Source: an optimization exercise on an open RTL-to-GDS flow (aim: small area and a short achievable clock period). Production flows keep margins and buffers that such runs may drop.
Only simulation tests tie the RTL to the original design; equivalence was not proved.
No activity file was given, so power comes from the tool's default toggle rates.

## config.mk

```make
export PLATFORM = sky130hd
export DESIGN_NAME = sigmoid9slices
export DESIGN_NICKNAME = sigmoid9slices
export VERILOG_FILES = /design/flow/design.v
export SDC_FILE = /design/flow/constraint.sdc
export NUM_CORES = 4
export LEC_CHECK = 0
export ABC_AREA = 1
export CAP_MARGIN = 20
export CORE_MARGIN = 2
export CORE_UTILIZATION = 65
export SETUP_SLACK_MARGIN = 5
export SLEW_MARGIN = 20
export TNS_END_PERCENT = 0
```

## constraint.sdc

```tcl
create_clock -name core_clock -period 8.0 [get_ports {clk}]
set_input_delay 1.6000 -clock core_clock [delete_from_list [all_inputs] [get_ports {clk}]]
set_output_delay 1.6000 -clock core_clock [all_outputs]
set_load 0.01 [all_outputs]
```

## design.v

```verilog
`timescale 1ns / 1ps
module sigmoid9slices (
    input wire clk,
    input wire rst_n,
    input wire signed [15:0] x0_in,
    input wire signed [15:0] x1_in,
    input wire valid_in,
    output reg signed [15:0] y0_out,
    output reg signed [15:0] y1_out,
    output reg valid_out
);
    reg v1, v2;
    always @(posedge clk or negedge rst_n)
        if (!rst_n) begin v1 <= 1'b0; v2 <= 1'b0; valid_out <= 1'b0; end
        else begin v1 <= valid_in; v2 <= v1; valid_out <= v2; end
    function [4:0] thr(input [14:0] u);
        reg lo155, lo2ab, g1, g2, g3, g4, g5;
        begin
            lo155 = u[9] | (u[8] & u[7]) | (u[8] & u[6] & (u[5] | (u[4] & u[3]) | (u[4] & u[2] & (u[1] | u[0]))));
            lo2ab = u[10] | (u[9] & u[8]) | (u[9] & u[7] & (u[6] | (u[5] & u[4]) | (u[5] & u[3] & (u[2] | (u[1] & u[0])))));
            g2 = u[14] | u[13] | u[12];
            g5 = u[14] | (u[13] & u[12]);
            g1 = g2 | u[11] | (u[10] & lo155);
            g3 = u[14] | u[13] | (u[12] & u[11] & lo2ab);
            g4 = u[14] | (u[13] & (u[12] | u[11] | (u[10] & lo155)));
            thr = {g5, g4, g3, g2, g1};
        end
    endfunction
    function [5:0] dec(input [15:0] x);
        reg [14:0] u;
        reg g1, g2, g3, g4, g5;
        reg [4:0] gp, gn;
        begin
            u = x[14:0];
            gp = thr(u);
            gn = thr(~u);
            {g5, g4, g3, g2, g1} = x[15] ? gn : gp;
            dec = {g5, ~g1, g1 & ~g2, g2 & ~g3, g3 & ~g4, g4 & ~g5};
        end
    endfunction
    reg [12:0] a0, a1;   
    reg [5:0] c0, c1;
    always @(posedge clk) begin
        a0 <= {x0_in[15], x0_in[11:0]}; a1 <= {x1_in[15], x1_in[11:0]};
        c0 <= dec(x0_in); c1 <= dec(x1_in);
    end
    wire [10:0] xr0 = a0[10:0];
    wire [10:0] xn0 = ~a0[10:0];
    wire sat0 = c0[5];
    wire r0_0_0 = (c0[0] & xr0[0]) | (c0[1] & xn0[0]);
    wire r0_0_1 = c0[1];
    wire r0_1_0 = ((c0[0] | c0[2] | c0[3]) & xr0[0]) | (c0[1] & xn0[1]) | (c0[4] & xn0[0]);
    wire r0_1_1 = (c0[0] & xr0[1]) | c0[4];
    wire r0_2_0 = ((c0[0] | c0[2] | c0[3]) & xr0[1]) | (c0[1] & xn0[2]) | (c0[4] & xn0[1]);
    wire r0_2_1 = (c0[0] & xr0[2]);
    wire r0_3_0 = ((c0[0] | c0[2] | c0[3]) & xr0[2]) | (c0[1] & xn0[3]) | (c0[4] & xn0[2]);
    wire r0_3_1 = ((c0[0] | c0[1]) & xr0[0]);
    wire r0_3_2 = (c0[0] & xr0[3]);
    wire r0_4_0 = ((c0[0] | c0[2] | c0[3]) & xr0[3]) | (c0[1] & xn0[4]) | (c0[4] & xn0[0]);
    wire r0_4_1 = ((c0[0] | c0[1]) & xr0[1]) | (c0[3] & xr0[0]) | c0[4];
    wire r0_4_2 = (c0[0] & xr0[4]) | (c0[4] & xn0[3]);
    wire r0_5_0 = ((c0[0] | c0[2] | c0[3]) & xr0[4]) | (c0[1] & xr0[0]) | (c0[4] & xn0[1]);
    wire r0_5_1 = ((c0[0] | c0[1]) & xr0[2]) | (c0[3] & xr0[1]) | (c0[4] & xn0[4]);
    wire r0_5_2 = (c0[0] & xr0[5]) | (c0[1] & xn0[5]);
    wire r0_6_0 = ((c0[0] | c0[2] | c0[3]) & xr0[5]) | (c0[1] & xr0[1]) | (c0[4] & xn0[2]);
    wire r0_6_1 = ((c0[0] | c0[1]) & xr0[3]) | (c0[3] & xr0[0]) | (c0[4] & xn0[5]);
    wire r0_6_2 = (c0[0] & xr0[6]) | (c0[1] & xn0[6]) | (c0[3] & xr0[2]);
    wire r0_7_0 = ((c0[0] | c0[2] | c0[3]) & xr0[6]) | (c0[1] & xr0[2]) | (c0[4] & xn0[3]);
    wire r0_7_1 = ((c0[0] | c0[1]) & xr0[4]) | (c0[2] & xr0[0]) | (c0[3] & xr0[1]) | (c0[4] & xn0[6]);
    wire r0_7_2 = (c0[0] & xr0[7]) | (c0[1] & xn0[7]) | (c0[3] & xr0[3]);
    wire r0_8_0 = ((c0[0] | c0[2] | c0[3]) & xr0[7]) | (c0[1] & xr0[3]) | (c0[4] & xn0[4]);
    wire r0_8_1 = ((c0[0] | c0[1]) & xr0[5]) | (c0[2] & xr0[1]) | (c0[3] & xr0[0]) | (c0[4] & xn0[7]);
    wire r0_8_2 = (c0[0] & xr0[8]) | (c0[1] & xn0[8]) | (c0[3] & xr0[2]);
    wire r0_8_3 = (c0[3] & xr0[4]);
    wire r0_9_0 = ((c0[0] | c0[2] | c0[3]) & xr0[8]) | (c0[1] & xr0[4]) | (c0[4] & xr0[0]);
    wire r0_9_1 = ((c0[0] | c0[1]) & xr0[6]) | (c0[2] & xr0[2]) | (c0[3] & xr0[1]) | (c0[4] & xn0[5]);
    wire r0_9_2 = (c0[0] & xr0[9]) | (c0[1] & xn0[9]) | (c0[3] & xr0[3]) | (c0[4] & xn0[8]);
    wire r0_9_3 = (c0[3] & xr0[5]);
    wire r0_10_0 = ((c0[0] | c0[2] | c0[3]) & xr0[9]) | (c0[1] & xr0[5]) | (c0[4] & xr0[1]);
    wire r0_10_1 = ((c0[0] | c0[1]) & xr0[7]) | (c0[2] & xr0[3]) | (c0[3] & xr0[2]) | (c0[4] & xn0[6]);
    wire r0_10_2 = (c0[0] & xr0[10]) | (c0[1] & xn0[10]) | (c0[3] & xr0[4]) | (c0[4] & xn0[9]);
    wire r0_10_3 = (c0[3] & xr0[6]);
    wire r0_11_0 = ((c0[0] | c0[1]) & xr0[8]) | (c0[2] & xr0[4]) | (c0[3] & xr0[3]) | (c0[4] & xr0[2]);
    wire r0_11_1 = ((c0[0] | c0[2]) & xr0[10]) | (c0[1] & xr0[6]) | (c0[3] & xr0[5]) | (c0[4] & xn0[7]);
    wire r0_11_2 = (c0[3] & xr0[7]) | (c0[4] & xn0[10]);
    wire r0_11_3 = ((c0[0] | c0[1]) & a0[11]) | c0[2] | (c0[3] & a0[10]) | (sat0 & (a0[12] | ~a0[12]));
    wire r0_12_0 = ((c0[0] | c0[1]) & xr0[9]) | (c0[2] & xr0[5]) | (c0[3] & xr0[4]) | (c0[4] & xr0[3]);
    wire r0_12_1 = (c0[1] & xr0[7]) | (c0[3] & xr0[6]) | (c0[4] & xn0[8]);
    wire r0_12_2 = (c0[3] & xr0[8]);
    wire r0_12_3 = (c0[0] & (a0[12] ^ a0[11])) | (c0[1] & a0[12]) | (c0[2] & ~(a0[12] ^ a0[11])) | (c0[3] & a0[11]) | (c0[4] & ~a0[12]) | (sat0 & (~a0[12]));
    wire r0_13_0 = ((c0[0] | c0[1]) & xr0[10]) | (c0[2] & xr0[6]) | (c0[3] & xr0[5]) | (c0[4] & xr0[4]);
    wire r0_13_1 = (c0[1] & xr0[8]) | (c0[3] & xr0[7]) | (c0[4] & xn0[9]);
    wire r0_13_2 = (c0[3] & xr0[9]);
    wire r0_13_3 = (c0[0] & (a0[12] & a0[11])) | ((c0[1] | c0[4]) & ~a0[12]) | (c0[2] & (~a0[12] & a0[11])) | (c0[3] & a0[12]) | (sat0 & (a0[12]));
    wire r0_14_0 = (c0[1] & xr0[9]) | (c0[2] & xr0[7]) | (c0[3] & xr0[6]) | (c0[4] & xr0[5]);
    wire r0_14_1 = (c0[3] & xr0[8]) | (c0[4] & xn0[10]);
    wire r0_14_2 = (c0[3] & xr0[10]);
    wire r0_14_3 = (c0[0] & ~(a0[12] ^ a0[11])) | (c0[1] & (a0[12] ^ a0[11])) | ((c0[2] | c0[3] | c0[4]) & ~a0[12]) | (sat0 & (~a0[12]));
    wire r0_15_0 = (c0[1] & xr0[10]) | (c0[2] & xr0[8]) | (c0[3] & xr0[7]) | (c0[4] & xr0[6]);
    wire r0_15_1 = (c0[3] & xr0[9]);
    wire r0_15_2 = (c0[0] & (~a0[12] & a0[11])) | (c0[1] & (~a0[12] & ~a0[11])) | (c0[2] & a0[12]) | (c0[3] & (a0[12] ^ a0[11])) | (sat0 & (~a0[12]));
    wire r0_16_0 = (c0[2] & xr0[9]) | (c0[3] & xr0[8]) | (c0[4] & xr0[7]);
    wire r0_16_1 = (c0[3] & xr0[10]);
    wire r0_16_2 = ((c0[0] | c0[4]) & ~a0[12]) | (c0[1] & (a0[12] ^ a0[11])) | (c0[2] & a0[12]) | (c0[3] & (~a0[12] | ~a0[11])) | (sat0 & (~a0[12]));
    wire r0_17_0 = (c0[2] & xr0[10]) | (c0[3] & xr0[9]) | (c0[4] & xr0[8]);
    wire r0_17_1 = ((c0[0] | c0[4]) & ~a0[12]) | (c0[1] & (~a0[12] & ~a0[11])) | (c0[2] & a0[12]) | (c0[3] & (a0[12] | ~a0[11])) | (sat0 & (~a0[12]));
    wire r0_18_0 = (c0[3] & xr0[10]) | (c0[4] & xr0[9]);
    wire r0_18_1 = ((c0[0] | c0[1] | c0[4]) & ~a0[12]) | ((c0[2] | c0[3]) & (a0[12] ^ a0[11])) | (sat0 & (~a0[12]));
    wire r0_19_0 = (c0[4] & xr0[10]);
    wire r0_19_1 = ((c0[0] | c0[1] | c0[4]) & ~a0[12]) | (c0[2] & (~a0[12] | ~a0[11])) | (c0[3] & (~a0[12] & a0[11])) | (sat0 & (~a0[12]));
    wire r0_20_0 = ((c0[0] | c0[1]) & ~a0[12]) | (c0[2] & (~a0[12] | ~a0[11])) | (c0[3] & (a0[12] & a0[11])) | c0[4] | (sat0 & (~a0[12]));
    wire r0_21_0 = ((c0[0] | c0[1] | c0[3]) & ~a0[12]) | (c0[2] & (~a0[12] | ~a0[11])) | (sat0 & (~a0[12]));
    wire h0_1s = r0_8_0 ^ r0_8_1;
    wire h0_1c = r0_8_0 & r0_8_1;
    wire f0_2s = r0_9_0 ^ r0_9_1 ^ r0_9_2;
    wire f0_2c = (r0_9_0 & r0_9_1) | (r0_9_0 & r0_9_2) | (r0_9_1 & r0_9_2);
    wire f0_3s = r0_10_0 ^ r0_10_1 ^ r0_10_2;
    wire f0_3c = (r0_10_0 & r0_10_1) | (r0_10_0 & r0_10_2) | (r0_10_1 & r0_10_2);
    wire f0_4s = r0_11_0 ^ r0_11_1 ^ r0_11_2;
    wire f0_4c = (r0_11_0 & r0_11_1) | (r0_11_0 & r0_11_2) | (r0_11_1 & r0_11_2);
    wire f0_5s = r0_12_0 ^ r0_12_1 ^ r0_12_2;
    wire f0_5c = (r0_12_0 & r0_12_1) | (r0_12_0 & r0_12_2) | (r0_12_1 & r0_12_2);
    wire f0_6s = r0_13_0 ^ r0_13_1 ^ r0_13_2;
    wire f0_6c = (r0_13_0 & r0_13_1) | (r0_13_0 & r0_13_2) | (r0_13_1 & r0_13_2);
    wire f0_7s = r0_14_0 ^ r0_14_1 ^ r0_14_2;
    wire f0_7c = (r0_14_0 & r0_14_1) | (r0_14_0 & r0_14_2) | (r0_14_1 & r0_14_2);
    wire h0_8s = r0_15_0 ^ r0_15_1;
    wire h0_8c = r0_15_0 & r0_15_1;
    wire h0_9s = r0_16_0 ^ r0_16_1;
    wire h0_9c = r0_16_0 & r0_16_1;
    wire h0_10s = r0_3_0 ^ r0_3_1;
    wire h0_10c = r0_3_0 & r0_3_1;
    wire f0_11s = r0_4_0 ^ r0_4_1 ^ r0_4_2;
    wire f0_11c = (r0_4_0 & r0_4_1) | (r0_4_0 & r0_4_2) | (r0_4_1 & r0_4_2);
    wire f0_12s = r0_5_0 ^ r0_5_1 ^ r0_5_2;
    wire f0_12c = (r0_5_0 & r0_5_1) | (r0_5_0 & r0_5_2) | (r0_5_1 & r0_5_2);
    wire f0_13s = r0_6_0 ^ r0_6_1 ^ r0_6_2;
    wire f0_13c = (r0_6_0 & r0_6_1) | (r0_6_0 & r0_6_2) | (r0_6_1 & r0_6_2);
    wire f0_14s = r0_7_0 ^ r0_7_1 ^ r0_7_2;
    wire f0_14c = (r0_7_0 & r0_7_1) | (r0_7_0 & r0_7_2) | (r0_7_1 & r0_7_2);
    wire f0_15s = r0_8_2 ^ r0_8_3 ^ h0_1s;
    wire f0_15c = (r0_8_2 & r0_8_3) | (r0_8_2 & h0_1s) | (r0_8_3 & h0_1s);
    wire f0_16s = r0_9_3 ^ h0_1c ^ f0_2s;
    wire f0_16c = (r0_9_3 & h0_1c) | (r0_9_3 & f0_2s) | (h0_1c & f0_2s);
    wire f0_17s = r0_10_3 ^ f0_2c ^ f0_3s;
    wire f0_17c = (r0_10_3 & f0_2c) | (r0_10_3 & f0_3s) | (f0_2c & f0_3s);
    wire f0_18s = r0_11_3 ^ f0_3c ^ f0_4s;
    wire f0_18c = (r0_11_3 & f0_3c) | (r0_11_3 & f0_4s) | (f0_3c & f0_4s);
    wire f0_19s = r0_12_3 ^ f0_4c ^ f0_5s;
    wire f0_19c = (r0_12_3 & f0_4c) | (r0_12_3 & f0_5s) | (f0_4c & f0_5s);
    wire f0_20s = r0_13_3 ^ f0_5c ^ f0_6s;
    wire f0_20c = (r0_13_3 & f0_5c) | (r0_13_3 & f0_6s) | (f0_5c & f0_6s);
    wire f0_21s = r0_14_3 ^ f0_6c ^ f0_7s;
    wire f0_21c = (r0_14_3 & f0_6c) | (r0_14_3 & f0_7s) | (f0_6c & f0_7s);
    wire f0_22s = r0_15_2 ^ f0_7c ^ h0_8s;
    wire f0_22c = (r0_15_2 & f0_7c) | (r0_15_2 & h0_8s) | (f0_7c & h0_8s);
    wire f0_23s = r0_16_2 ^ h0_8c ^ h0_9s;
    wire f0_23c = (r0_16_2 & h0_8c) | (r0_16_2 & h0_9s) | (h0_8c & h0_9s);
    wire f0_24s = r0_17_0 ^ r0_17_1 ^ h0_9c;
    wire f0_24c = (r0_17_0 & r0_17_1) | (r0_17_0 & h0_9c) | (r0_17_1 & h0_9c);
    wire h0_25s = r0_18_0 ^ r0_18_1;
    wire h0_25c = r0_18_0 & r0_18_1;
    wire h0_26s = r0_19_0 ^ r0_19_1;
    wire h0_26c = r0_19_0 & r0_19_1;
    wire lg0_27 = (r0_1_0 & r0_1_1) | ((r0_1_0 | r0_1_1) & (r0_0_0 & r0_0_1));
    wire lp0_27 = (r0_1_0 | r0_1_1) & (r0_0_0 | r0_0_1);
    wire lg0_28 = (r0_3_2 & h0_10s) | ((r0_3_2 | h0_10s) & (r0_2_0 & r0_2_1));
    wire lp0_28 = (r0_3_2 | h0_10s) & (r0_2_0 | r0_2_1);
    wire lg0_29 = (f0_11c & f0_12s) | ((f0_11c | f0_12s) & (h0_10c & f0_11s));
    wire lp0_29 = (f0_11c | f0_12s) & (h0_10c | f0_11s);
    wire lg0_30 = lg0_28 | (lp0_28 & lg0_27);
    wire lp0_30 = lp0_28 & lp0_27;
    wire lg0_31 = lg0_29 | (lp0_29 & lg0_30);
    wire lp0_31 = lp0_29 & lp0_30;
    wire lg0_32 = (f0_13c & f0_14s) | ((f0_13c | f0_14s) & (f0_12c & f0_13s));
    wire lp0_32 = (f0_13c | f0_14s) & (f0_12c | f0_13s);
    wire lg0_33 = (f0_15c & f0_16s) | ((f0_15c | f0_16s) & (f0_14c & f0_15s));
    wire lp0_33 = (f0_15c | f0_16s) & (f0_14c | f0_15s);
    wire lg0_34 = lg0_33 | (lp0_33 & lg0_32);
    wire lp0_34 = lp0_33 & lp0_32;
    wire lg0_35 = (f0_16c & f0_17s) | ((f0_16c | f0_17s) & lg0_34);
    wire lp0_35 = (f0_16c | f0_17s) & lp0_34;
    reg [10:0] sa0, sb0;
    reg lgl0, lgh0, lph0;   
    wire lc0 = lgh0 | (lph0 & lgl0);
    always @(posedge clk) begin
        sa0 <= {r0_21_0, r0_20_0, h0_25c, f0_24c, f0_23c, f0_22c, f0_21c, f0_20c, f0_19c, f0_18c, f0_17c};
        sb0 <= {1'b0, h0_26c, h0_26s, h0_25s, f0_24s, f0_23s, f0_22s, f0_21s, f0_20s, f0_19s, f0_18s};
        lgl0 <= lg0_31; lgh0 <= lg0_35; lph0 <= lp0_35;
    end
    wire [10:0] ys0;
    wire ys0_p0 = (sa0[0] ^ sb0[0]);
    wire ys0_p1 = (sa0[1] ^ sb0[1]);
    wire ys0_p2 = (sa0[2] ^ sb0[2]);
    wire ys0_p3 = (sa0[3] ^ sb0[3]);
    wire ys0_p4 = (sa0[4] ^ sb0[4]);
    wire ys0_p5 = (sa0[5] ^ sb0[5]);
    wire ys0_p6 = (sa0[6] ^ sb0[6]);
    wire ys0_p7 = (sa0[7] ^ sb0[7]);
    wire ys0_p8 = (sa0[8] ^ sb0[8]);
    wire ys0_p9 = (sa0[9] ^ sb0[9]);
    wire ys0_p10 = (sa0[10] ^ sb0[10]);
    wire ys0_g0 = (sa0[0] & sb0[0]) | (ys0_p0 & lc0);
    wire ys0_g1 = (sa0[1] & sb0[1]);
    wire ys0_g2 = (sa0[2] & sb0[2]);
    wire ys0_g3 = (sa0[3] & sb0[3]);
    wire ys0_g4 = (sa0[4] & sb0[4]);
    wire ys0_g5 = (sa0[5] & sb0[5]);
    wire ys0_g6 = (sa0[6] & sb0[6]);
    wire ys0_g7 = (sa0[7] & sb0[7]);
    wire ys0_g8 = (sa0[8] & sb0[8]);
    wire ys0_g9 = (sa0[9] & sb0[9]);
    wire ys0_g10 = (sa0[10] & sb0[10]);
    wire ys0_G36 = ys0_g1 | (ys0_p1 & ys0_g0);
    wire ys0_P36 = ys0_p1 & ys0_p0;
    wire ys0_G37 = ys0_g3 | (ys0_p3 & ys0_g2);
    wire ys0_P37 = ys0_p3 & ys0_p2;
    wire ys0_G38 = ys0_g5 | (ys0_p5 & ys0_g4);
    wire ys0_P38 = ys0_p5 & ys0_p4;
    wire ys0_G39 = ys0_g7 | (ys0_p7 & ys0_g6);
    wire ys0_P39 = ys0_p7 & ys0_p6;
    wire ys0_G40 = ys0_g9 | (ys0_p9 & ys0_g8);
    wire ys0_P40 = ys0_p9 & ys0_p8;
    wire ys0_G41 = ys0_G37 | (ys0_P37 & ys0_G36);
    wire ys0_P41 = ys0_P37 & ys0_P36;
    wire ys0_G42 = ys0_G39 | (ys0_P39 & ys0_G38);
    wire ys0_P42 = ys0_P39 & ys0_P38;
    wire ys0_G43 = ys0_G42 | (ys0_P42 & ys0_G41);
    wire ys0_P43 = ys0_P42 & ys0_P41;
    wire ys0_G44 = ys0_G38 | (ys0_P38 & ys0_G41);
    wire ys0_P44 = ys0_P38 & ys0_P41;
    wire ys0_G45 = ys0_G40 | (ys0_P40 & ys0_G43);
    wire ys0_P45 = ys0_P40 & ys0_P43;
    wire ys0_G46 = ys0_g2 | (ys0_p2 & ys0_G36);
    wire ys0_P46 = ys0_p2 & ys0_P36;
    wire ys0_G47 = ys0_g4 | (ys0_p4 & ys0_G41);
    wire ys0_P47 = ys0_p4 & ys0_P41;
    wire ys0_G48 = ys0_g6 | (ys0_p6 & ys0_G44);
    wire ys0_P48 = ys0_p6 & ys0_P44;
    wire ys0_G49 = ys0_g8 | (ys0_p8 & ys0_G43);
    wire ys0_P49 = ys0_p8 & ys0_P43;
    wire ys0_G50 = ys0_g10 | (ys0_p10 & ys0_G45);
    wire ys0_P50 = ys0_p10 & ys0_P45;
    assign ys0[0] = ys0_p0 ^ lc0;
    assign ys0[1] = ys0_p1 ^ ys0_g0;
    assign ys0[2] = ys0_p2 ^ ys0_G36;
    assign ys0[3] = ys0_p3 ^ ys0_G46;
    assign ys0[4] = ys0_p4 ^ ys0_G41;
    assign ys0[5] = ys0_p5 ^ ys0_G47;
    assign ys0[6] = ys0_p6 ^ ys0_G44;
    assign ys0[7] = ys0_p7 ^ ys0_G48;
    assign ys0[8] = ys0_p8 ^ ys0_G43;
    assign ys0[9] = ys0_p9 ^ ys0_G49;
    assign ys0[10] = ys0_p10 ^ ys0_G45;
    wire ys0_co = ys0_G50;
    always @(posedge clk) y0_out <= {5'b0, ys0};
    wire [10:0] xr1 = a1[10:0];
    wire [10:0] xn1 = ~a1[10:0];
    wire sat1 = c1[5];
    wire r1_0_0 = (c1[0] & xr1[0]) | (c1[1] & xn1[0]);
    wire r1_0_1 = c1[1];
    wire r1_1_0 = ((c1[0] | c1[2] | c1[3]) & xr1[0]) | (c1[1] & xn1[1]) | (c1[4] & xn1[0]);
    wire r1_1_1 = (c1[0] & xr1[1]) | c1[4];
    wire r1_2_0 = ((c1[0] | c1[2] | c1[3]) & xr1[1]) | (c1[1] & xn1[2]) | (c1[4] & xn1[1]);
    wire r1_2_1 = (c1[0] & xr1[2]);
    wire r1_3_0 = ((c1[0] | c1[2] | c1[3]) & xr1[2]) | (c1[1] & xn1[3]) | (c1[4] & xn1[2]);
    wire r1_3_1 = ((c1[0] | c1[1]) & xr1[0]);
    wire r1_3_2 = (c1[0] & xr1[3]);
    wire r1_4_0 = ((c1[0] | c1[2] | c1[3]) & xr1[3]) | (c1[1] & xn1[4]) | (c1[4] & xn1[0]);
    wire r1_4_1 = ((c1[0] | c1[1]) & xr1[1]) | (c1[3] & xr1[0]) | c1[4];
    wire r1_4_2 = (c1[0] & xr1[4]) | (c1[4] & xn1[3]);
    wire r1_5_0 = ((c1[0] | c1[2] | c1[3]) & xr1[4]) | (c1[1] & xr1[0]) | (c1[4] & xn1[1]);
    wire r1_5_1 = ((c1[0] | c1[1]) & xr1[2]) | (c1[3] & xr1[1]) | (c1[4] & xn1[4]);
    wire r1_5_2 = (c1[0] & xr1[5]) | (c1[1] & xn1[5]);
    wire r1_6_0 = ((c1[0] | c1[2] | c1[3]) & xr1[5]) | (c1[1] & xr1[1]) | (c1[4] & xn1[2]);
    wire r1_6_1 = ((c1[0] | c1[1]) & xr1[3]) | (c1[3] & xr1[0]) | (c1[4] & xn1[5]);
    wire r1_6_2 = (c1[0] & xr1[6]) | (c1[1] & xn1[6]) | (c1[3] & xr1[2]);
    wire r1_7_0 = ((c1[0] | c1[2] | c1[3]) & xr1[6]) | (c1[1] & xr1[2]) | (c1[4] & xn1[3]);
    wire r1_7_1 = ((c1[0] | c1[1]) & xr1[4]) | (c1[2] & xr1[0]) | (c1[3] & xr1[1]) | (c1[4] & xn1[6]);
    wire r1_7_2 = (c1[0] & xr1[7]) | (c1[1] & xn1[7]) | (c1[3] & xr1[3]);
    wire r1_8_0 = ((c1[0] | c1[2] | c1[3]) & xr1[7]) | (c1[1] & xr1[3]) | (c1[4] & xn1[4]);
    wire r1_8_1 = ((c1[0] | c1[1]) & xr1[5]) | (c1[2] & xr1[1]) | (c1[3] & xr1[0]) | (c1[4] & xn1[7]);
    wire r1_8_2 = (c1[0] & xr1[8]) | (c1[1] & xn1[8]) | (c1[3] & xr1[2]);
    wire r1_8_3 = (c1[3] & xr1[4]);
    wire r1_9_0 = ((c1[0] | c1[2] | c1[3]) & xr1[8]) | (c1[1] & xr1[4]) | (c1[4] & xr1[0]);
    wire r1_9_1 = ((c1[0] | c1[1]) & xr1[6]) | (c1[2] & xr1[2]) | (c1[3] & xr1[1]) | (c1[4] & xn1[5]);
    wire r1_9_2 = (c1[0] & xr1[9]) | (c1[1] & xn1[9]) | (c1[3] & xr1[3]) | (c1[4] & xn1[8]);
    wire r1_9_3 = (c1[3] & xr1[5]);
    wire r1_10_0 = ((c1[0] | c1[2] | c1[3]) & xr1[9]) | (c1[1] & xr1[5]) | (c1[4] & xr1[1]);
    wire r1_10_1 = ((c1[0] | c1[1]) & xr1[7]) | (c1[2] & xr1[3]) | (c1[3] & xr1[2]) | (c1[4] & xn1[6]);
    wire r1_10_2 = (c1[0] & xr1[10]) | (c1[1] & xn1[10]) | (c1[3] & xr1[4]) | (c1[4] & xn1[9]);
    wire r1_10_3 = (c1[3] & xr1[6]);
    wire r1_11_0 = ((c1[0] | c1[1]) & xr1[8]) | (c1[2] & xr1[4]) | (c1[3] & xr1[3]) | (c1[4] & xr1[2]);
    wire r1_11_1 = ((c1[0] | c1[2]) & xr1[10]) | (c1[1] & xr1[6]) | (c1[3] & xr1[5]) | (c1[4] & xn1[7]);
    wire r1_11_2 = (c1[3] & xr1[7]) | (c1[4] & xn1[10]);
    wire r1_11_3 = ((c1[0] | c1[1]) & a1[11]) | c1[2] | (c1[3] & a1[10]) | (sat1 & (a1[12] | ~a1[12]));
    wire r1_12_0 = ((c1[0] | c1[1]) & xr1[9]) | (c1[2] & xr1[5]) | (c1[3] & xr1[4]) | (c1[4] & xr1[3]);
    wire r1_12_1 = (c1[1] & xr1[7]) | (c1[3] & xr1[6]) | (c1[4] & xn1[8]);
    wire r1_12_2 = (c1[3] & xr1[8]);
    wire r1_12_3 = (c1[0] & (a1[12] ^ a1[11])) | (c1[1] & a1[12]) | (c1[2] & ~(a1[12] ^ a1[11])) | (c1[3] & a1[11]) | (c1[4] & ~a1[12]) | (sat1 & (~a1[12]));
    wire r1_13_0 = ((c1[0] | c1[1]) & xr1[10]) | (c1[2] & xr1[6]) | (c1[3] & xr1[5]) | (c1[4] & xr1[4]);
    wire r1_13_1 = (c1[1] & xr1[8]) | (c1[3] & xr1[7]) | (c1[4] & xn1[9]);
    wire r1_13_2 = (c1[3] & xr1[9]);
    wire r1_13_3 = (c1[0] & (a1[12] & a1[11])) | ((c1[1] | c1[4]) & ~a1[12]) | (c1[2] & (~a1[12] & a1[11])) | (c1[3] & a1[12]) | (sat1 & (a1[12]));
    wire r1_14_0 = (c1[1] & xr1[9]) | (c1[2] & xr1[7]) | (c1[3] & xr1[6]) | (c1[4] & xr1[5]);
    wire r1_14_1 = (c1[3] & xr1[8]) | (c1[4] & xn1[10]);
    wire r1_14_2 = (c1[3] & xr1[10]);
    wire r1_14_3 = (c1[0] & ~(a1[12] ^ a1[11])) | (c1[1] & (a1[12] ^ a1[11])) | ((c1[2] | c1[3] | c1[4]) & ~a1[12]) | (sat1 & (~a1[12]));
    wire r1_15_0 = (c1[1] & xr1[10]) | (c1[2] & xr1[8]) | (c1[3] & xr1[7]) | (c1[4] & xr1[6]);
    wire r1_15_1 = (c1[3] & xr1[9]);
    wire r1_15_2 = (c1[0] & (~a1[12] & a1[11])) | (c1[1] & (~a1[12] & ~a1[11])) | (c1[2] & a1[12]) | (c1[3] & (a1[12] ^ a1[11])) | (sat1 & (~a1[12]));
    wire r1_16_0 = (c1[2] & xr1[9]) | (c1[3] & xr1[8]) | (c1[4] & xr1[7]);
    wire r1_16_1 = (c1[3] & xr1[10]);
    wire r1_16_2 = ((c1[0] | c1[4]) & ~a1[12]) | (c1[1] & (a1[12] ^ a1[11])) | (c1[2] & a1[12]) | (c1[3] & (~a1[12] | ~a1[11])) | (sat1 & (~a1[12]));
    wire r1_17_0 = (c1[2] & xr1[10]) | (c1[3] & xr1[9]) | (c1[4] & xr1[8]);
    wire r1_17_1 = ((c1[0] | c1[4]) & ~a1[12]) | (c1[1] & (~a1[12] & ~a1[11])) | (c1[2] & a1[12]) | (c1[3] & (a1[12] | ~a1[11])) | (sat1 & (~a1[12]));
    wire r1_18_0 = (c1[3] & xr1[10]) | (c1[4] & xr1[9]);
    wire r1_18_1 = ((c1[0] | c1[1] | c1[4]) & ~a1[12]) | ((c1[2] | c1[3]) & (a1[12] ^ a1[11])) | (sat1 & (~a1[12]));
    wire r1_19_0 = (c1[4] & xr1[10]);
    wire r1_19_1 = ((c1[0] | c1[1] | c1[4]) & ~a1[12]) | (c1[2] & (~a1[12] | ~a1[11])) | (c1[3] & (~a1[12] & a1[11])) | (sat1 & (~a1[12]));
    wire r1_20_0 = ((c1[0] | c1[1]) & ~a1[12]) | (c1[2] & (~a1[12] | ~a1[11])) | (c1[3] & (a1[12] & a1[11])) | c1[4] | (sat1 & (~a1[12]));
    wire r1_21_0 = ((c1[0] | c1[1] | c1[3]) & ~a1[12]) | (c1[2] & (~a1[12] | ~a1[11])) | (sat1 & (~a1[12]));
    wire h1_51s = r1_8_0 ^ r1_8_1;
    wire h1_51c = r1_8_0 & r1_8_1;
    wire f1_52s = r1_9_0 ^ r1_9_1 ^ r1_9_2;
    wire f1_52c = (r1_9_0 & r1_9_1) | (r1_9_0 & r1_9_2) | (r1_9_1 & r1_9_2);
    wire f1_53s = r1_10_0 ^ r1_10_1 ^ r1_10_2;
    wire f1_53c = (r1_10_0 & r1_10_1) | (r1_10_0 & r1_10_2) | (r1_10_1 & r1_10_2);
    wire f1_54s = r1_11_0 ^ r1_11_1 ^ r1_11_2;
    wire f1_54c = (r1_11_0 & r1_11_1) | (r1_11_0 & r1_11_2) | (r1_11_1 & r1_11_2);
    wire f1_55s = r1_12_0 ^ r1_12_1 ^ r1_12_2;
    wire f1_55c = (r1_12_0 & r1_12_1) | (r1_12_0 & r1_12_2) | (r1_12_1 & r1_12_2);
    wire f1_56s = r1_13_0 ^ r1_13_1 ^ r1_13_2;
    wire f1_56c = (r1_13_0 & r1_13_1) | (r1_13_0 & r1_13_2) | (r1_13_1 & r1_13_2);
    wire f1_57s = r1_14_0 ^ r1_14_1 ^ r1_14_2;
    wire f1_57c = (r1_14_0 & r1_14_1) | (r1_14_0 & r1_14_2) | (r1_14_1 & r1_14_2);
    wire h1_58s = r1_15_0 ^ r1_15_1;
    wire h1_58c = r1_15_0 & r1_15_1;
    wire h1_59s = r1_16_0 ^ r1_16_1;
    wire h1_59c = r1_16_0 & r1_16_1;
    wire h1_60s = r1_3_0 ^ r1_3_1;
    wire h1_60c = r1_3_0 & r1_3_1;
    wire f1_61s = r1_4_0 ^ r1_4_1 ^ r1_4_2;
    wire f1_61c = (r1_4_0 & r1_4_1) | (r1_4_0 & r1_4_2) | (r1_4_1 & r1_4_2);
    wire f1_62s = r1_5_0 ^ r1_5_1 ^ r1_5_2;
    wire f1_62c = (r1_5_0 & r1_5_1) | (r1_5_0 & r1_5_2) | (r1_5_1 & r1_5_2);
    wire f1_63s = r1_6_0 ^ r1_6_1 ^ r1_6_2;
    wire f1_63c = (r1_6_0 & r1_6_1) | (r1_6_0 & r1_6_2) | (r1_6_1 & r1_6_2);
    wire f1_64s = r1_7_0 ^ r1_7_1 ^ r1_7_2;
    wire f1_64c = (r1_7_0 & r1_7_1) | (r1_7_0 & r1_7_2) | (r1_7_1 & r1_7_2);
    wire f1_65s = r1_8_2 ^ r1_8_3 ^ h1_51s;
    wire f1_65c = (r1_8_2 & r1_8_3) | (r1_8_2 & h1_51s) | (r1_8_3 & h1_51s);
    wire f1_66s = r1_9_3 ^ h1_51c ^ f1_52s;
    wire f1_66c = (r1_9_3 & h1_51c) | (r1_9_3 & f1_52s) | (h1_51c & f1_52s);
    wire f1_67s = r1_10_3 ^ f1_52c ^ f1_53s;
    wire f1_67c = (r1_10_3 & f1_52c) | (r1_10_3 & f1_53s) | (f1_52c & f1_53s);
    wire f1_68s = r1_11_3 ^ f1_53c ^ f1_54s;
    wire f1_68c = (r1_11_3 & f1_53c) | (r1_11_3 & f1_54s) | (f1_53c & f1_54s);
    wire f1_69s = r1_12_3 ^ f1_54c ^ f1_55s;
    wire f1_69c = (r1_12_3 & f1_54c) | (r1_12_3 & f1_55s) | (f1_54c & f1_55s);
    wire f1_70s = r1_13_3 ^ f1_55c ^ f1_56s;
    wire f1_70c = (r1_13_3 & f1_55c) | (r1_13_3 & f1_56s) | (f1_55c & f1_56s);
    wire f1_71s = r1_14_3 ^ f1_56c ^ f1_57s;
    wire f1_71c = (r1_14_3 & f1_56c) | (r1_14_3 & f1_57s) | (f1_56c & f1_57s);
    wire f1_72s = r1_15_2 ^ f1_57c ^ h1_58s;
    wire f1_72c = (r1_15_2 & f1_57c) | (r1_15_2 & h1_58s) | (f1_57c & h1_58s);
    wire f1_73s = r1_16_2 ^ h1_58c ^ h1_59s;
    wire f1_73c = (r1_16_2 & h1_58c) | (r1_16_2 & h1_59s) | (h1_58c & h1_59s);
    wire f1_74s = r1_17_0 ^ r1_17_1 ^ h1_59c;
    wire f1_74c = (r1_17_0 & r1_17_1) | (r1_17_0 & h1_59c) | (r1_17_1 & h1_59c);
    wire h1_75s = r1_18_0 ^ r1_18_1;
    wire h1_75c = r1_18_0 & r1_18_1;
    wire h1_76s = r1_19_0 ^ r1_19_1;
    wire h1_76c = r1_19_0 & r1_19_1;
    wire lg1_77 = (r1_1_0 & r1_1_1) | ((r1_1_0 | r1_1_1) & (r1_0_0 & r1_0_1));
    wire lp1_77 = (r1_1_0 | r1_1_1) & (r1_0_0 | r1_0_1);
    wire lg1_78 = (r1_3_2 & h1_60s) | ((r1_3_2 | h1_60s) & (r1_2_0 & r1_2_1));
    wire lp1_78 = (r1_3_2 | h1_60s) & (r1_2_0 | r1_2_1);
    wire lg1_79 = (f1_61c & f1_62s) | ((f1_61c | f1_62s) & (h1_60c & f1_61s));
    wire lp1_79 = (f1_61c | f1_62s) & (h1_60c | f1_61s);
    wire lg1_80 = lg1_78 | (lp1_78 & lg1_77);
    wire lp1_80 = lp1_78 & lp1_77;
    wire lg1_81 = lg1_79 | (lp1_79 & lg1_80);
    wire lp1_81 = lp1_79 & lp1_80;
    wire lg1_82 = (f1_63c & f1_64s) | ((f1_63c | f1_64s) & (f1_62c & f1_63s));
    wire lp1_82 = (f1_63c | f1_64s) & (f1_62c | f1_63s);
    wire lg1_83 = (f1_65c & f1_66s) | ((f1_65c | f1_66s) & (f1_64c & f1_65s));
    wire lp1_83 = (f1_65c | f1_66s) & (f1_64c | f1_65s);
    wire lg1_84 = lg1_83 | (lp1_83 & lg1_82);
    wire lp1_84 = lp1_83 & lp1_82;
    wire lg1_85 = (f1_66c & f1_67s) | ((f1_66c | f1_67s) & lg1_84);
    wire lp1_85 = (f1_66c | f1_67s) & lp1_84;
    reg [10:0] sa1, sb1;
    reg lgl1, lgh1, lph1;   
    wire lc1 = lgh1 | (lph1 & lgl1);
    always @(posedge clk) begin
        sa1 <= {r1_21_0, r1_20_0, h1_75c, f1_74c, f1_73c, f1_72c, f1_71c, f1_70c, f1_69c, f1_68c, f1_67c};
        sb1 <= {1'b0, h1_76c, h1_76s, h1_75s, f1_74s, f1_73s, f1_72s, f1_71s, f1_70s, f1_69s, f1_68s};
        lgl1 <= lg1_81; lgh1 <= lg1_85; lph1 <= lp1_85;
    end
    wire [10:0] ys1;
    wire ys1_p0 = (sa1[0] ^ sb1[0]);
    wire ys1_p1 = (sa1[1] ^ sb1[1]);
    wire ys1_p2 = (sa1[2] ^ sb1[2]);
    wire ys1_p3 = (sa1[3] ^ sb1[3]);
    wire ys1_p4 = (sa1[4] ^ sb1[4]);
    wire ys1_p5 = (sa1[5] ^ sb1[5]);
    wire ys1_p6 = (sa1[6] ^ sb1[6]);
    wire ys1_p7 = (sa1[7] ^ sb1[7]);
    wire ys1_p8 = (sa1[8] ^ sb1[8]);
    wire ys1_p9 = (sa1[9] ^ sb1[9]);
    wire ys1_p10 = (sa1[10] ^ sb1[10]);
    wire ys1_g0 = (sa1[0] & sb1[0]) | (ys1_p0 & lc1);
    wire ys1_g1 = (sa1[1] & sb1[1]);
    wire ys1_g2 = (sa1[2] & sb1[2]);
    wire ys1_g3 = (sa1[3] & sb1[3]);
    wire ys1_g4 = (sa1[4] & sb1[4]);
    wire ys1_g5 = (sa1[5] & sb1[5]);
    wire ys1_g6 = (sa1[6] & sb1[6]);
    wire ys1_g7 = (sa1[7] & sb1[7]);
    wire ys1_g8 = (sa1[8] & sb1[8]);
    wire ys1_g9 = (sa1[9] & sb1[9]);
    wire ys1_g10 = (sa1[10] & sb1[10]);
    wire ys1_G86 = ys1_g1 | (ys1_p1 & ys1_g0);
    wire ys1_P86 = ys1_p1 & ys1_p0;
    wire ys1_G87 = ys1_g3 | (ys1_p3 & ys1_g2);
    wire ys1_P87 = ys1_p3 & ys1_p2;
    wire ys1_G88 = ys1_g5 | (ys1_p5 & ys1_g4);
    wire ys1_P88 = ys1_p5 & ys1_p4;
    wire ys1_G89 = ys1_g7 | (ys1_p7 & ys1_g6);
    wire ys1_P89 = ys1_p7 & ys1_p6;
    wire ys1_G90 = ys1_g9 | (ys1_p9 & ys1_g8);
    wire ys1_P90 = ys1_p9 & ys1_p8;
    wire ys1_G91 = ys1_G87 | (ys1_P87 & ys1_G86);
    wire ys1_P91 = ys1_P87 & ys1_P86;
    wire ys1_G92 = ys1_G89 | (ys1_P89 & ys1_G88);
    wire ys1_P92 = ys1_P89 & ys1_P88;
    wire ys1_G93 = ys1_G92 | (ys1_P92 & ys1_G91);
    wire ys1_P93 = ys1_P92 & ys1_P91;
    wire ys1_G94 = ys1_G88 | (ys1_P88 & ys1_G91);
    wire ys1_P94 = ys1_P88 & ys1_P91;
    wire ys1_G95 = ys1_G90 | (ys1_P90 & ys1_G93);
    wire ys1_P95 = ys1_P90 & ys1_P93;
    wire ys1_G96 = ys1_g2 | (ys1_p2 & ys1_G86);
    wire ys1_P96 = ys1_p2 & ys1_P86;
    wire ys1_G97 = ys1_g4 | (ys1_p4 & ys1_G91);
    wire ys1_P97 = ys1_p4 & ys1_P91;
    wire ys1_G98 = ys1_g6 | (ys1_p6 & ys1_G94);
    wire ys1_P98 = ys1_p6 & ys1_P94;
    wire ys1_G99 = ys1_g8 | (ys1_p8 & ys1_G93);
    wire ys1_P99 = ys1_p8 & ys1_P93;
    wire ys1_G100 = ys1_g10 | (ys1_p10 & ys1_G95);
    wire ys1_P100 = ys1_p10 & ys1_P95;
    assign ys1[0] = ys1_p0 ^ lc1;
    assign ys1[1] = ys1_p1 ^ ys1_g0;
    assign ys1[2] = ys1_p2 ^ ys1_G86;
    assign ys1[3] = ys1_p3 ^ ys1_G96;
    assign ys1[4] = ys1_p4 ^ ys1_G91;
    assign ys1[5] = ys1_p5 ^ ys1_G97;
    assign ys1[6] = ys1_p6 ^ ys1_G94;
    assign ys1[7] = ys1_p7 ^ ys1_G98;
    assign ys1[8] = ys1_p8 ^ ys1_G93;
    assign ys1[9] = ys1_p9 ^ ys1_G99;
    assign ys1[10] = ys1_p10 ^ ys1_G95;
    wire ys1_co = ys1_G100;
    always @(posedge clk) y1_out <= {5'b0, ys1};
endmodule
```

## flow/run.sh

```bash
#!/bin/bash
# Standard layout, with plain buffers (instead of delay cells) on the ports, and the
# timing repair aimed at a setup slack of 5.6 ns. The make output goes to standard.log,
# each ORFS step's full log to orfs/logs/.
set -e
export BUFFER_PORTS_ARGS="-buffer_cell sky130_fd_sc_hd__buf_2"
bash standard.sh finish SETUP_SLACK_MARGIN=5.6 > standard.log 2>&1
```

## standard.sh

```bash
#!/bin/bash
# synth_recipe.tcl (not shown) runs the flow's synth.tcl, then flattens the netlist and writes it again
# the make line also repeats each setting of config.mk as NAME=value (left out here)
make -C /OpenROAD-flow-scripts/flow DESIGN_CONFIG=/design/flow/config.mk WORK_HOME=/design/flow/orfs CLKGATE_MAP_FILE= SYNTH_SCRIPT=/design/flow/synth_recipe.tcl "${@:-finish}"
```

==> flow_summary.ini, run 1 <==
[status]
outcome = timing/DRC/antenna clean

[timing]
relSlewSlack = 0.640
clock_skew_ns = 0.0146
tightest_slew_ns = 0.536
max_freq_mhz = 397
min_period_ns = 2.52
period_share = 0.315
hold_viol_final = 0
finalSetupViolations = 0
setup_tns_ns = 0
maxSlewViolCount = 0
rsz0062_at_grt = true

[global_route]
grt_max_degree = 22
grt_usage = 0.309
grt_pass1_wl_mm = 27.6
grt_remaining_overflow = 0
grt_antenna_before_repair = 0
grt_pass1_vias = 5807

[yosys]
synth.top_cell.area_share = 0.318
synth_area_leaders = dfxtp_1 (32%), fa_1 (15%), nand2_1 (11%)
ys_seq_elements = 111
synth_cell_types = 44
syn_avg_cell_area_um2 = 8.24
synth_cells = 826
synth_area_um2 = 6810
synth_edf_count = 0
yosysSeqAreaShare = 0.329
async_reset_ff_frac = 0.0270
post-synth-top-area-cell = dfxtp_1
yosys_warnings = 1
synth-main-ff-cell = dfxtp_1

[finish]
diodes = 0
syn2layout_area_growth_pct = 13.6
finish.utilization = 0.755
final_cell_mix = nand2_1 (197), inv_1 (104), dfxtp_1 (90)
finalNetCount = 1029
mostFrequentLayoutCell = nand2_1
final_layout_size_suffix_gt1_frac = 0.194
finalInstanceArea_um2 = 7730
fillers = 758

[clock_tree]
cts_sinks = 111
cts_buffers = 9
clk_latency_ns = 0.38
cts_tree = yes
path_clk_slew_ns = 0.11
htreeDepth = 3
clock-root-buffer = clkbuf_8
hold_buffers = 0
clock_path_buffers = 2

[critical_path]
end_kind = flip-flop
required_ns = 8.28
path_class = flip-flop to flip-flop
cpPeakStageDelay_ns = 0.57
path_max_fanout = 8
cp_cell_sequence = inv_1, o2111ai_1, nor2_1, fa_1, fa_1, o21ai_1, a21oi_1, a21oi_1
cp-start-kind = flip-flop
cp_slowest_cell = dfxtp_1
cp.arrival_ns = 2.80

[drt]
drt-initial-drc-count = 641
dr.pass1.iters = 6
route.detailed.drc = 0
num_vias = 6154
via_per_inst = 5.87
wl_per_cell_um = 17.0
antenna_left = 0
finalWirelength_mm = 17.9

[pwr]
power.switching_mw = 0.662
ir_drop_v = 0.000176
p_comb_frac = 0.389
clockPowerShare = 0.184
power_leakage_nw = 3.94
power_density_nw_per_um2 = 227
swShare = 0.377
p_int_mw = 1.09
seq_power_share = 0.428
total_power_mw = 1.76

[floorplan]
ios = 68
start_util = 0.665
row_count = 37
die_area_um2 = 11300
die_width_um = 106
dieHeight_um = 106
fp.coreArea_um2 = 10200

[placement]
place_hpwl_mm = 13.1
gp_congestion = 0.989
place_area_um2 = 7070
port_buffers = 57

[run]
drv_cap = 0

[min_path]
hold_class = flip-flop to flip-flop
-- metrics by stage --
step	worst slack, ns	hold slack [ns]	std cells
after floorplan	5.63	0.331	835
after global placement	5.21	0.344	995
after detailed placement	5.07	0.352	995
after CTS	5.51	0.380	1031
after global routing	5.36	0.388	1049
final	5.48	0.371	1049
-- logic make-up (layout without fill, tap and decap cells) --
kind of cell / Yosys count / in the layout / synth area share
and+or+nand+nor: 288 / 288 / 0.178
DFF: 111 / 111 / 0.329
AOI/OAI and AO/OA: 176 / 176 / 0.165
buffers and inverters: 156 / 234 / 0.101
xor gates and xnor gates: 8 / 8 / 0.0103
other: 1 / 10 / 0.000551
adders and majority gates: 86 / 86 / 0.215
-- worst max-delay path: cells and delay by family, from the launching register on --
| kind | cells | cell delay, ns |
|---|---|---|
| DFF | 1 | 0.57 |
| buffers and inverters | 1 | 0.19 |
| and+or+nand+nor | 1 | 0.12 |
| adders and majority gates | 2 | 1.02 |
| AOI/OAI and AO/OA | 4 | 0.52 |
-- synth_stat cells (3+ instances only) --
| cell type | n |
|---|---|
| fa_1 | 52 |
| o21a_1 | 7 |
| nand3_1 | 15 |
| a21oi_1 | 49 |
| xor2_1 | 6 |
| inv_1 | 112 |
| and3_1 | 3 |
| nor3_1 | 4 |
| o21ai_1 | 11 |
| nand2_1 | 201 |
| o21ai_0 | 29 |
| buf_2 | 11 |
| ha_1 | 34 |
| dfrtp_1 | 3 |
| nor2_1 | 46 |
| o221ai_1 | 10 |
| inv_2 | 9 |
| buf_4 | 11 |
| nand4_1 | 6 |
| buf_6 | 6 |
| a21o_1 | 7 |
| o22ai_1 | 13 |
| o2111ai_1 | 13 |
| clkbuf_1 | 5 |
| dfxtp_1 | 108 |
| o211ai_1 | 23 |
| nand2_2 | 3 |
| a211oi_1 | 5 |
-- state kept, by name, summed over array words and instances (netlist names) --
signal and cells:
y0_out 11, c0 6, lgh1 1, sb0 10, valid_out 1, v2 1
v1 1, lph1 1, lgl1 1, lgl0 1, sa0 11, sb1 10
c1 6, a1 13, lgh0 1, a0 13, y1_out 11, lph0 1
sa1 11
-- per-layer routing --
layer,routed length (um),global-route usage,part of all wire,up-vias
li1,-,-,-,2858
met1,7460,0.415,0.42,2852
met2,8310,0.507,0.47,388
met3,1570,0.0490,0.088,56
met4,523,0.114,0.029,0
met5,0,0,0,-
-- power by group through the flow --
stage	Combinational, mW	Clock, mW	Sequential (mW)
after floorplan	0.416	0	0.772
after global placement	0.567	0	0.764
after detailed placement	0.618	0	0.771
after CTS	0.649	0.323	0.752
after global routing	0.762	0.345	0.763
final	0.683	0.323	0.751
-- area by class of cell --
cell class / instances / area, um^2 / area share
clock buffers: 11 / 141 / 0.0183
clock inverters: 5 / 40.0 / 0.00518
inverters: 123 / 495 / 0.0641
multi-input cells: 568 / 4000 / 0.518
flip-flops and latches: 111 / 2280 / 0.296
well taps: 136 / 170 / 0.0220
repair buffers: 94 / 592 / 0.0766
repair inverters: 1 / 5.00 / 0.000648
-- what timing repair did --
action	in CTS	in global routing
resized for setup	28	43
cloned	1	0
setup buffers	19	18
pin swaps	2	22
endpoints found under the setup margin	36	28
-- final timing paths --
check                                    from      endpoint  slack [ns]  cells after the start
max in group asynchronous               rst_n  v1$_DFF_PN0_        6.90                      1
worst min register to register   v1$_DFF_PN0_  v2$_DFF_PN0_        0.37                      0
worst max-delay path            a0[3]$_DFF_P_  lgh0$_DFF_P_        5.48                      8
min in group asynchronous               rst_n  v2$_DFF_PN0_        0.99                      1
worst min-delay path             v1$_DFF_PN0_  v2$_DFF_PN0_        0.37                      0
worst max register to register  a0[3]$_DFF_P_  lgh0$_DFF_P_        5.48                      8
==> run 2: changes to the inputs <==
--- a/config.mk
+++ b/config.mk
@@ -8,7 +8,7 @@
 export ABC_AREA = 1
 export CAP_MARGIN = 20
 export CORE_MARGIN = 2
-export CORE_UTILIZATION = 65
+export CORE_UTILIZATION = 60
 export SETUP_SLACK_MARGIN = 5
 export SLEW_MARGIN = 20
 export TNS_END_PERCENT = 0
==> run 2 against run 1 <==
  * Critical path depth up 4
  * Sequential share of layout area up 0.086 points
  * Core utilization down 5.2 points
  * Global-route usage down 2.3 points
  * First-iteration DRC count down 17%
  * Clock-buffer cell count unchanged
  * Register-to-register slack better by 0.07 ns
  * Combinational power down 4.7%
  * Via count down 3.0%
  * Largest cell class unchanged
==> flow_summary.ini, run 2 <==
[placement]
gp_congestion = 0.949
port_buffers = 57
place_hpwl_mm = 12.8

[drt]
met2_length_mm = 7.74
met3WireLength_mm = 1.39
top_layer = met4
finalWirelength_mm = 17.4
via_per_inst = 5.71
route.detailed.drc = 0
num_vias = 5970
drt-initial-drc-count = 532
routedLengthMet1_mm = 7.82
dr.pass1.iters = 5
wl_per_cell_um = 16.6
antenna_left = 0

[timing]
min_period_ns = 2.44
setup_tns_ns = 0
relSlewSlack = 0.593
maxSlewViolCount = 0
hold_ws_ns = 0.373
clock_skew_ns = 0.00602
rsz0062_at_grt = true
hold_viol_final = 0
finalSetupViolations = 0
tightest_slew_ns = 0.608
max_freq_mhz = 409
period_share = 0.306

[yosys]
synth_cells = 826
yosys_warnings = 1
yosysSeqAreaShare = 0.329
async_reset_ff_frac = 0.0270
post-synth-top-area-cell = dfxtp_1
synth_area_um2 = 6810
synth-main-ff-cell = dfxtp_1
yosys-top-cells-count = nand2_1 (201), inv_1 (112), dfxtp_1 (108), fa_1 (52), a21oi_1 (49)
synth.top_cell.area_share = 0.318
synth_cell_types = 44
ys_seq_elements = 111
syn_avg_cell_area_um2 = 8.24
synth.most_common_cell = nand2_1
synth_area_leaders = dfxtp_1 (32%), fa_1 (15%), nand2_1 (11%)
synth_edf_count = 0

[floorplan]
start_util = 0.622
row_count = 38
fp.coreArea_um2 = 10900
die_area_um2 = 12200
dieHeight_um = 111
ios = 68
die_width_um = 111

[finish]
finalNetCount = 1022
mostFrequentLayoutCell = nand2_1
diodes = 0
largestRegisters = a0 x13, a1 x13
syn2layout_area_growth_pct = 13.1
final_cell_mix = nand2_1 (200), inv_1 (106), dfxtp_1 (93)
final_layout_size_suffix_gt1_frac = 0.172

[critical_path]
path_class = flip-flop to flip-flop
cp.arrival_ns = 2.73
path_max_fanout = 4
end_kind = flip-flop
cp-start-kind = flip-flop
required_ns = 8.28

[global_route]
grt_pass1_vias = 5807
grt_antenna_before_repair = 0
grt_remaining_overflow = 0
grt_max_degree = 19
grt_pass1_wl_mm = 28.4
grt_usage = 0.287

[pwr]
ir_drop_v = 0.000233
power_density_nw_per_um2 = 238
p_comb_frac = 0.355
clockPowerShare = 0.235
p_int_mw = 1.18
seq_power_share = 0.410
power.switching_mw = 0.658
power_leakage_nw = 3.93
swShare = 0.358

[clock_tree]
clk_latency_ns = 0.35
htreeDepth = 3
cts_buffers = 9
path_clk_slew_ns = 0.07
clock-root-buffer = clkbuf_16
cts_sinks = 111
cts_tree = yes
clock_path_buffers = 2

[run]
drv_cap = 0

[min_path]
hold_class = flip-flop to flip-flop

[status]
outcome = timing/DRC/antenna clean
run 2: cell counts after synthesis:
Identical to the previous run, type by type.
run 2: critical path, cell delays in order, from the launching register on:
cell       delay (ns)
dfxtp_4          0.37
nor2_4           0.15
inv_2            0.08
nand2_1          0.07
o2111ai_1        0.13
fa_1             0.59
inv_2            0.04
fa_1             0.45
o22ai_1          0.18
nand2_1          0.08
o21ai_1          0.07
a21oi_1          0.05
a21oi_1          0.11
run 2: kinds of logic after synthesis:
logic type / count (synthesis) / synth area share
simple gates: 288 / 0.178
compound gates: 176 / 0.165
buf+inv: 156 / 0.101
flops: 111 / 0.329
fa+ha+maj: 86 / 0.215
xor+xnor: 8 / 0.0103
other cells: 1 / 0.000551
run 2: final cells by class:
type,count,area (um^2)
sequential,111,2280
multi-input combinational,568,3950
fill,898,3240
clock inverter,5,38.8
timing repair inverter,2,11.3
clock buffer,11,243
tap,140,175
inverter,123,488
timing repair buffer,86,507
run 2: timing repair:
action / 4_1_cts / 5_1_grt
gates resized for setup: 36 / 12
hold buffers: 0 / 0
endpoints found under the setup margin: 20 / 15
gates cloned: 2 / 0
setup buffers: 22 / 7
pin swaps: 7 / 8
run 2: metal layers:
metal | GRT usage | up-vias
met5 | 0 | -
met4 | 0.112 | 0
met3 | 0.0499 | 48
met2 | 0.436 | 324
met1 | 0.409 | 2752
li1 | - | 2846
run 2: stage by stage:
stage	cells	util	total power, mW	setup slack (ns)	cell area, um^2
2_1_floorplan	835	-	1.19	5.63	6840
3_3_place_gp	999	0.647	1.34	5.19	7080
3_5_place_dp	999	0.647	1.38	5.05	7080
4_1_cts	1039	0.696	1.83	5.55	7610
5_1_grt	1046	0.704	1.96	5.42	7690
6_report	1046	0.704	1.83	5.56	7690
run 2: worst paths after layout:
check / start / end / slack, ns / cells past startpoint
worst max-delay path: c0[0]$_DFF_P_ / lgh0$_DFF_P_ / 5.56 / 12
worst min register to register: v2$_DFF_PN0_ / valid_out$_DFF_PN0_ / 0.37 / 0
worst min-delay path: v2$_DFF_PN0_ / valid_out$_DFF_PN0_ / 0.37 / 0
worst max register to register: c0[0]$_DFF_P_ / lgh0$_DFF_P_ / 5.56 / 12
max in group asynchronous: rst_n / v1$_DFF_PN0_ / 6.86 / 1
min in group asynchronous: rst_n / v2$_DFF_PN0_ / 1.03 / 1
run 2: power groups by stage:
stage / sequential (mW) / combinational [mW] / clock, mW
after floorplan: 0.772 / 0.416 / 0
after global placement: 0.765 / 0.570 / 0
after detailed placement: 0.771 / 0.608 / 0
after CTS: 0.754 / 0.643 / 0.431
after global routing: 0.764 / 0.740 / 0.452
final: 0.752 / 0.651 / 0.431
==> run 3: changes to the inputs <==
--- a/config.mk
+++ b/config.mk
@@ -9,6 +9,7 @@
 export CAP_MARGIN = 20
 export CORE_MARGIN = 2
 export CORE_UTILIZATION = 60
+export CTS_BUF_LIST = sky130_fd_sc_hd__clkbuf_8
 export SETUP_SLACK_MARGIN = 5
 export SLEW_MARGIN = 20
 export TNS_END_PERCENT = 0
==> run 3 against run 2 <==
  * Flip-flop and latch count is the same
  * Clock power shrank 27%
  * Global-route usage shrank 1.3 points
  * Sequential power is essentially flat
  * Synthesized area is the same
  * Cell count grew 0.38%
  * Hold slack gained 0.0054 ns
  * Non-clock buffer count grew 4
  * Register-to-register slack lost 0.04 ns
  * Largest cell class unchanged
  * Synthesized cell count is the same
==> flow_summary.ini, run 3 <==
[status]
outcome = timing/DRC/antenna clean

[timing]
hold_viol_final = 0
period_share = 0.311
clock_skew_ns = 0.0138
relSlewSlack = 0.591
rsz0062_at_grt = true
finalSetupViolations = 0
min_period_ns = 2.49
tightest_slew_ns = 0.611
max_freq_mhz = 402
maxSlewViolCount = 0
setup_tns_ns = 0

[min_path]
hold_depth = 0
hold_start = v2$_DFF_PN0_
min_to = valid_out$_DFF_PN0_
hold_class = flip-flop to flip-flop

[yosys]
synth-simple-area-share = 0.178
post-synth-top-area-cell = dfxtp_1
synth.top_cell.area_share = 0.318
synth_edf_count = 0
synth_area_um2 = 6810
ys_seq_elements = 111
synth-adder-area-share = 0.215
yosysSeqAreaShare = 0.329
synth_cell_types = 44
syn_avg_cell_area_um2 = 8.24
async_reset_ff_frac = 0.0270
synth_area_leaders = dfxtp_1 (32%), fa_1 (15%), nand2_1 (11%)
synth_xor_area_frac = 0.0103
synth.most_common_cell = nand2_1
yosys_warnings = 1
muxShareOfSynthArea = 0
synth_top_family_by_area = adder cells
synth-main-ff-cell = dfxtp_1
yosys-top-cells-count = nand2_1 (201), inv_1 (112), dfxtp_1 (108), fa_1 (52), a21oi_1 (49)
synth_compound_area_frac = 0.165
synth_cells = 826

[finish]
mostFrequentLayoutCell = nand2_1
syn2layout_area_growth_pct = 12.2
largestRegisters = a0 x13, a1 x13
finalNetCount = 1026
final_cell_mix = nand2_1 (199), inv_1 (108), dfxtp_1 (93)
final_layout_size_suffix_gt1_frac = 0.174
diodes = 0

[drt]
antenna_left = 0
drt-initial-drc-count = 566
finalWirelength_mm = 16.7
wl_per_cell_um = 15.9
dr.pass1.iters = 7
via_per_inst = 5.69
num_vias = 5976
route.detailed.drc = 0

[global_route]
grt_most_used_layer = met2
grt_remaining_overflow = 0
grt_pass1_vias = 5690
grt_use_met2 = 0.425
grt_pass1_wl_mm = 27.3
grt_antenna_before_repair = 0
grt_use_met1 = 0.391
grtUsageMet3 = 0.0434
grt_usage = 0.274
grt_max_degree = 22

[critical_path]
path_max_fanout = 6
end_kind = flip-flop
rrSetupSlack_ns = 5.51
cp-start-kind = flip-flop
crit_family = adder cells
cpPeakStageDelay_ns = 0.53
cp_cell_sequence = nor2_4, inv_2, nand2_1, o2111ai_1, fa_1, inv_1, fa_1, nand2_1, nand2_1, a21oi_1, a21oi_1, a21oi_1
rr_startpoint = c1[1]$_DFF_P_
path_class = flip-flop to flip-flop
required_ns = 8.32
cp_slowest_cell = fa_1
cp_num_buf_inv = 2
cp.arrival_ns = 2.81
r2r-end = lgh1$_DFF_P_
worstRegToRegCells = 12

[floorplan]
die_width_um = 111
fp.coreArea_um2 = 10900
dieHeight_um = 111
row_count = 38
start_util = 0.622
ios = 68
die_area_um2 = 12200

[run]
drv_cap = 0

[clock_tree]
clock_path_buffers = 2
cts_sinks = 111
clock-root-buffer = clkbuf_8
clk_latency_ns = 0.39
hold_buffers = 0
path_clk_slew_ns = 0.11
cts_buffers = 9
cts_tree = yes
htreeDepth = 3

[placement]
place_hpwl_mm = 12.8
port_buffers = 57
gp_congestion = 0.949

[pwr]
ir_drop_v = 0.000220
total_power_mw = 1.70
power_leakage_nw = 3.91
power_density_nw_per_um2 = 223
run 3: cell counts after synthesis:
No cell type changed its count.
run 3: report_power, final:
part | internal (mW) | switching [mW] | total [mW]
registers | 0.684 | 0.0657 | 0.750
logic | 0.270 | 0.372 | 0.642
clock network | 0.123 | 0.190 | 0.313
total | 1.08 | 0.627 | 1.70
run 3: timing repair:
item / CTS / global route
gates resized for setup: 26 / 23
cloned: 1 / 1
pin swaps: 1 / 7
endpoints found under the hold margin: 0 / 0
setup buffers: 19 / 14
setup endpoints to repair: 40 / 27
run 3: kinds of logic (layout without fill, tap and decap cells):
logic type / after synthesis / after routing
simple gates: 288 / 288
compound gates: 176 / 176
buf+inv: 156 / 231
other cells: 1 / 10
xor+xnor: 8 / 8
flops: 111 / 111
fa+ha+maj: 86 / 86
run 3: how the worst max path moves through the flow:
| stage | cells past startpoint | slack, ns | startpoint | end |
|---|---|---|---|---|
| after floorplan | 12 | 5.63 | c0[4]$_DFF_P_ | lgh0$_DFF_P_ |
| after global placement | 8 | 5.19 | c1[4]$_DFF_P_ | lgh1$_DFF_P_ |
| after detailed placement | 8 | 5.05 | c1[4]$_DFF_P_ | lgh1$_DFF_P_ |
| after CTS | 1 | 5.51 | valid_out$_DFF_PN0_ | valid_out |
| after global routing | 13 | 5.39 | c0[3]$_DFF_P_ | lgh0$_DFF_P_ |
| final | 12 | 5.51 | c1[1]$_DFF_P_ | lgh1$_DFF_P_ |
run 3: final cells by class:
type | count | area (um^2)
multi-input cells | 568 | 3950
fillers | 912 | 3300
flip-flops and latches | 111 | 2280
repair buffers | 90 | 541
inverters | 123 | 490
well taps | 140 | 175
clock buffers | 10 | 138
clock inverters | 6 | 42.5
repair inverters | 2 | 13.8
run 3: per-layer routing:
| layer | up-vias | routed length, um |
|---|---|---|
| met4 | 0 | 434 |
| met1 | 2739 | 7490 |
| met2 | 338 | 7410 |
| met3 | 46 | 1340 |
| li1 | 2853 | - |
| met5 | - | 0 |
run 3: worst reg2reg max path: stages (launching register included):
cell,delay [ns]
dfxtp_4,0.38
nor2_4,0.19
inv_2,0.09
nand2_1,0.07
o2111ai_1,0.15
fa_1,0.53
inv_1,0.06
fa_1,0.45
nand2_1,0.10
nand2_1,0.05
a21oi_1,0.15
a21oi_1,0.08
a21oi_1,0.12
run 3: per-stage QoR:
stage          std cells  instance area, um^2  setup slack [ns]   util  hold WS (ns)
2_1_floorplan        835                 6840              5.63      -         0.331
3_3_place_gp         999                 7080              5.19  0.647         0.344
3_5_place_dp         999                 7080              5.05  0.647         0.350
4_1_cts             1035                 7450              5.51  0.682         0.385
5_1_grt             1050                 7630              5.39  0.698         0.392
6_report            1050                 7630              5.51  0.698         0.378

-- static timing again, ports no longer ideal --
Ports are ideal in the flow. The routed layouts listed here were re-timed in OpenROAD.
Step 1, drivers: a clkbuf_16 drives clk and a buf_2 each remaining input, both assumed.
Step 2, shift: input delay + t, output delay - t, t = (earliest + latest rising clock arrival at the registers) / 2. This alone moves slack from input paths to output paths.
Slacks: ideal / step 1 / step 2; pairs: ideal / step 1.
| run | t, ns | setup WS [ns] | worst setup path after step 2 | latest minus earliest clock arrival (ns) |
|---|---|---|---|---|
| run 1 | 0.412 | 5.481 / 5.481 / 5.442 | input to register | 0.015 / 0.016 |
| run 2 | 0.392 | 5.555 / 5.523 / 5.471 | input to register | 0.007 / 0.007 |
| run 3 | 0.414 | 5.514 / 5.494 / 5.486 | input to register | 0.014 / 0.015 |
After both steps every run listed still meets setup and hold. For run 2, which loses most, drivers alone change the setup slack by -0.032 ns; drivers and shift together by -0.084 ns.
